Context: an optimization exercise on an open-source flow, tuned for small area. The choices shown serve that exercise and are no tape-out recipe.
In this exercise RTL edits were held to simulation tests only and were not proved equivalent to the original.
No activity file was given, so power comes from the tool's default toggle rates.

== run A ==
==> flow/design.v <==
module Lab1 (
	input        clk,
	input        rst,
	input        key0_in,
	output [6:0] min1,
	output [6:0] min2,
	output [6:0] sec1,
	output [6:0] sec2,
	output [6:0] ms1,
	output [6:0] ms2
);
reg k1, k2, k3;
always @(posedge clk or negedge rst)
	if (!rst) begin
		k1 <= 1'b0;
		k2 <= 1'b0;
		k3 <= 1'b0;
	end else begin
		k1 <= ~key0_in;
		k2 <= k1;
		k3 <= k2;
	end
reg go;
always @(posedge clk or negedge rst)
	if (!rst)
		go <= 1'b0;
	else
		go <= 1'b1;
reg run;
always @(posedge clk or negedge rst)
	if (!rst)
		run <= 1'b0;
	else if (~k2 & k3)
		run <= ~run;
reg  [5:0] pc;
wire tc = (pc == 6'h38);
wire zc = (pc == 6'h31);
wire fc = ^(pc & 6'h30) ^ 1'b0 ^ tc;
always @(posedge clk)
	if (!go)
		pc <= 6'h22;
	else if (run | tc)
		pc <= {pc[4:0], fc};
wire inc_c = run & zc;
reg  [12:0] ps;
wire ts = (ps == 13'h1c40);
wire zs = (ps == 13'h1880);
wire fs = ^(ps & 13'h1004) ^ 1'b0 ^ ts;
always @(posedge clk)
	if (!go)
		ps <= 13'h1101;
	else if (run | ts)
		ps <= {ps[11:0], fs};
wire inc_s = run & zs;
reg  [18:0] pm;
wire tm = (pm == 19'h1834);
wire zm = (pm == 19'h3069);
wire fm = ^(pm & 19'h48000) ^ 1'b0 ^ tm;
always @(posedge clk)
	if (!go)
		pm <= 19'h60d2;
	else if (run | tm)
		pm <= {pm[17:0], fm};
wire inc_m = run & zm;
reg [3:0] c1;
wire c1_n0 = (c1[2]) | (~c1[0]);
wire c1_n1 = (~c1[1] & c1[2]) | (c1[3]);
wire c1_n2 = (~c1[0] & c1[2]) | (c1[0] & ~c1[1] & ~c1[2]);
wire c1_n3 = (c1[0] & c1[1] & ~c1[3]) | (~c1[0] & c1[3]) | (c1[1] & c1[2]);
always @(posedge clk or negedge rst)
	if (!rst)
		c1 <= 4'd2;
	else if (inc_c)
		c1 <= {c1_n3, c1_n2, c1_n1, c1_n0};
wire c1_co = inc_c & ((c1[1] & c1[3]));
reg [3:0] c2;
wire c2_n0 = (~c2[2] & c2[3]) | (~c2[0]);
wire c2_n1 = (~c2[0] & c2[1]) | (c2[1] & ~c2[3]) | (~c2[0] & ~c2[3]);
wire c2_n2 = (~c2[0] & ~c2[1]) | (~c2[1] & c2[2]);
wire c2_n3 = (~c2[0] & ~c2[2] & ~c2[3]) | (c2[1]);
always @(posedge clk or negedge rst)
	if (!rst)
		c2 <= 4'd4;
	else if (c1_co)
		c2 <= {c2_n3, c2_n2, c2_n1, c2_n0};
reg [3:0] s1;
wire s1_n0 = (s1[2]) | (~s1[0]);
wire s1_n1 = (~s1[1] & s1[2]) | (s1[3]);
wire s1_n2 = (~s1[0] & s1[2]) | (s1[0] & ~s1[1] & ~s1[2]);
wire s1_n3 = (s1[0] & s1[1] & ~s1[3]) | (~s1[0] & s1[3]) | (s1[1] & s1[2]);
always @(posedge clk or negedge rst)
	if (!rst)
		s1 <= 4'd2;
	else if (inc_s)
		s1 <= {s1_n3, s1_n2, s1_n1, s1_n0};
wire s1_co = inc_s & ((s1[1] & s1[3]));
reg [2:0] s2;
wire s2_n0 = (~s2[2]);
wire s2_n1 = (~s2[0]);
wire s2_n2 = (~s2[1]);
always @(posedge clk or negedge rst)
	if (!rst)
		s2 <= 3'd4;
	else if (s1_co)
		s2 <= {s2_n2, s2_n1, s2_n0};
reg [3:0] m1;
wire m1_n0 = (m1[2]) | (~m1[0]);
wire m1_n1 = (~m1[1] & m1[2]) | (m1[3]);
wire m1_n2 = (~m1[0] & m1[2]) | (m1[0] & ~m1[1] & ~m1[2]);
wire m1_n3 = (m1[0] & m1[1] & ~m1[3]) | (~m1[0] & m1[3]) | (m1[1] & m1[2]);
always @(posedge clk or negedge rst)
	if (!rst)
		m1 <= 4'd2;
	else if (inc_m)
		m1 <= {m1_n3, m1_n2, m1_n1, m1_n0};
wire m1_co = inc_m & ((m1[1] & m1[3]));
reg [2:0] m2;
wire m2_n0 = (~m2[2]);
wire m2_n1 = (~m2[0]);
wire m2_n2 = (~m2[1]);
always @(posedge clk or negedge rst)
	if (!rst)
		m2 <= 3'd4;
	else if (m1_co)
		m2 <= {m2_n2, m2_n1, m2_n0};
assign ms1[0] = (c1[0] & ~c1[1] & ~c1[2]);
assign ms1[1] = (~c1[0] & c1[1] & c1[2]) | (c1[2] & c1[3]);
assign ms1[2] = (~c1[0] & ~c1[1] & ~c1[3]);
assign ms1[3] = (c1[0] & ~c1[2]);
assign ms1[4] = (c1[0] & ~c1[2]) | (c1[1] & c1[2]);
assign ms1[5] = (~c1[1] & ~c1[3]) | (c1[0] & ~c1[3]);
assign ms1[6] = (~c1[2] & ~c1[3]);
assign ms2[0] = (c2[1] & ~c2[3]) | (c2[0] & ~c2[1] & c2[3]);
assign ms2[1] = (~c2[2] & ~c2[3]);
assign ms2[2] = (~c2[0] & c2[1]);
assign ms2[3] = (c2[0] & c2[2]) | (c2[0] & ~c2[1] & c2[3]);
assign ms2[4] = (c2[0]);
assign ms2[5] = (c2[1]);
assign ms2[6] = (~c2[0] & c2[2]) | (c2[1] & c2[2]);
assign sec1[0] = (s1[0] & ~s1[1] & ~s1[2]);
assign sec1[1] = (~s1[0] & s1[1] & s1[2]) | (s1[2] & s1[3]);
assign sec1[2] = (~s1[0] & ~s1[1] & ~s1[3]);
assign sec1[3] = (s1[0] & ~s1[2]);
assign sec1[4] = (s1[0] & ~s1[2]) | (s1[1] & s1[2]);
assign sec1[5] = (~s1[1] & ~s1[3]) | (s1[0] & ~s1[3]);
assign sec1[6] = (~s1[2] & ~s1[3]);
assign sec2[0] = (~s2[1] & ~s2[2]) | (s2[1] & s2[2]);
assign sec2[1] = (s2[0] & s2[2]);
assign sec2[2] = (~s2[0] & ~s2[2]);
assign sec2[3] = (~s2[1] & ~s2[2]) | (s2[1] & s2[2]);
assign sec2[4] = (s2[1] & s2[2]) | (s2[0]);
assign sec2[5] = (s2[1]);
assign sec2[6] = (~s2[0] & s2[2]);
assign min1[0] = (m1[0] & ~m1[1] & ~m1[2]);
assign min1[1] = (~m1[0] & m1[1] & m1[2]) | (m1[2] & m1[3]);
assign min1[2] = (~m1[0] & ~m1[1] & ~m1[3]);
assign min1[3] = (m1[0] & ~m1[2]);
assign min1[4] = (m1[0] & ~m1[2]) | (m1[1] & m1[2]);
assign min1[5] = (~m1[1] & ~m1[3]) | (m1[0] & ~m1[3]);
assign min1[6] = (~m1[2] & ~m1[3]);
assign min2[0] = (~m2[1] & ~m2[2]) | (m2[1] & m2[2]);
assign min2[1] = (m2[0] & m2[2]);
assign min2[2] = (~m2[0] & ~m2[2]);
assign min2[3] = (~m2[1] & ~m2[2]) | (m2[1] & m2[2]);
assign min2[4] = (m2[1] & m2[2]) | (m2[0]);
assign min2[5] = (m2[1]);
assign min2[6] = (~m2[0] & m2[2]);
endmodule
==> flow/config.mk <==
export PLATFORM = sky130hd
export DESIGN_NAME = Lab1
export DESIGN_NICKNAME = Lab1
export VERILOG_FILES = /design/flow/design.v
export SDC_FILE = /design/flow/constraint.sdc
export NUM_CORES = 4
export LEC_CHECK = 0
export CAP_MARGIN = 20
export CORE_MARGIN = 2
export CORE_UTILIZATION = 40
export SLEW_MARGIN = 20
==> flow/constraint.sdc <==
create_clock -name core_clock -period 10.0 [get_ports {clk}]
set_input_delay 2.0000 -clock core_clock [delete_from_list [all_inputs] [get_ports {clk}]]
set_output_delay 2.0000 -clock core_clock [all_outputs]
set_load 0.01 [all_outputs]
standard.sh (not shown) runs the stock make flow with config.mk's settings and CLKGATE_MAP_FILE= SYNTH_SCRIPT=/design/flow/synth_recipe.tcl, a recipe that flattens the netlist after the stock synthesis.
==> flow/flow/run.sh <==
#!/bin/bash
# Own layout flow: the standard ORFS flow with three changes:
#  - synthesis uses an area-oriented ABC script and skips Yosys's full/half-adder
#    extraction (everything else, including register naming, is the standard flow's synthesis);
#  - ports are buffered with the smallest buffer cell;
#  - clock tree built from small clock buffers, without dummy loads.
set -euo pipefail
W=$PWD
F=$W/flow
# synthesis script: synth_recipe.tcl, with ORFS's synth.tcl patched to use flow/area.abc
sed -e "s#^source \$::env(SCRIPTS_DIR)/synth_preamble.tcl\$#&\nset abc_args [lreplace \$abc_args 1 1 $F/area.abc]#" \
  "$FLOW_HOME/scripts/synth.tcl" > "$W/synth_body.tcl"
grep -q "area.abc" "$W/synth_body.tcl"
sed -e "s#^source \$::env(SCRIPTS_DIR)/synth.tcl\$#source $W/synth_body.tcl#" "$W/synth_recipe.tcl" > "$W/own_synth.tcl"
grep -q "synth_body.tcl" "$W/own_synth.tcl"
CTS="$(cat $F/cts_args.txt)"
bash standard.sh \
  SYNTH_SCRIPT="$W/own_synth.tcl" \
  ADDER_MAP_FILE= \
  "BUFFER_PORTS_ARGS=-buffer_cell sky130_fd_sc_hd__buf_1" \
  "CTS_ARGS=$CTS" \
  finish > "$W/orfs_make.log" 2>&1
==> flow/flow/area.abc <==
strash
&get -n
&deepsyn -T 30
&put
&get -n
&dch -f
&nf -R 10000 -F 8 -A 8 -p
&put
topo
dnsize -c
==> flow/flow/cts_args.txt <==
-sink_clustering_enable -repair_clock_nets -dont_use_dummy_load -buf_list {sky130_fd_sc_hd__clkbuf_2 sky130_fd_sc_hd__clkbuf_4}
Inputs modified between run A and run B:
diff --git a/flow/flow/run.sh b/flow/flow/run.sh
--- a/flow/flow/run.sh
+++ b/flow/flow/run.sh
@@ -15,3 +15,3 @@
 grep -q "synth_body.tcl" "$W/own_synth.tcl"
-CTS="$(cat $F/cts_args.txt)"
+CTS="-sink_clustering_enable -repair_clock_nets -dont_use_dummy_load -buf_list $(cat $F/cts_bufs.txt)"
 bash standard.sh \
==> flow/flow/area.abc <==
strash
&get -n
&deepsyn -T 60
&put
dch -f
amap
topo
dnsize -c
==> flow/flow/cts_bufs.txt (new file) <==
sky130_fd_sc_hd__clkbuf_4
removed: flow/flow/cts_args.txt
[summary]
The peak per-stage delay on the critical path in run B was lower than what run A gave.
Relative to run A, the basic-gate share of the synthesized area counting and, or, nand and nor cells of run B is lower by 5.2 points.
Run B against run A: total power after layout decreased 19%; total placed cells including tap cells increased about 12%.
diff inputs: run B => run C
diff --git a/flow/flow/run.sh b/flow/flow/run.sh
--- a/flow/flow/run.sh
+++ b/flow/flow/run.sh
@@ -15,3 +15,3 @@
 grep -q "synth_body.tcl" "$W/own_synth.tcl"
-CTS="-sink_clustering_enable -repair_clock_nets -dont_use_dummy_load -buf_list $(cat $F/cts_bufs.txt)"
+CTS="$(cat $F/cts_args.txt)"
 bash standard.sh \
==> flow/flow/cts_args.txt (new file) <==
-sink_clustering_enable -repair_clock_nets -dont_use_dummy_load -buf_list sky130_fd_sc_hd__clkbuf_8 -sink_clustering_size 35 -sink_clustering_max_diameter 300
removed: flow/flow/cts_bufs.txt
## What came out
[run C] global-route usage fell 0.16 points relative to run B
Power consumed by the clock network came out higher on run C than on run B.
Worst setup margin, run B and run C: lower on run B
Of the two values seen for end of the critical path, ms2[0] was produced by run C and ms1[1] by run B.
The lower part of the cycle the worst path needs came out of run C.

==> what the ideal ports hide <==
The flow's constraints put no driver on any port. The routed layouts listed below were extracted and timed again, unchanged, in two steps.
Step 1: set_driving_cell puts a clkbuf_16 on clk and a buf_2 on each other input, an assumption about the parent block.
Step 2 moves the port delays by t, midway between the first and last clock arrival at a register: inputs arrive t later, outputs are due t later. That takes back most of the time a late clock gives input paths.
Slacks: ideal ports / drivers / drivers and shift; pairs: ideal ports / drivers.
| run | shift t [ns] | setup slack, ns | slew at the worst register clock pin (ns) |
|---|---|---|---|
| run A | 0.398 | 6.649 / 6.622 / 7.020 | 0.11 / 0.11 |
| run B | 0.401 | 6.355 / 6.328 / 6.730 | 0.10 / 0.10 |
| run C | 0.355 | 6.420 / 6.393 / 6.748 | 0.07 / 0.07 |
After both steps setup and hold are still met in every run listed.
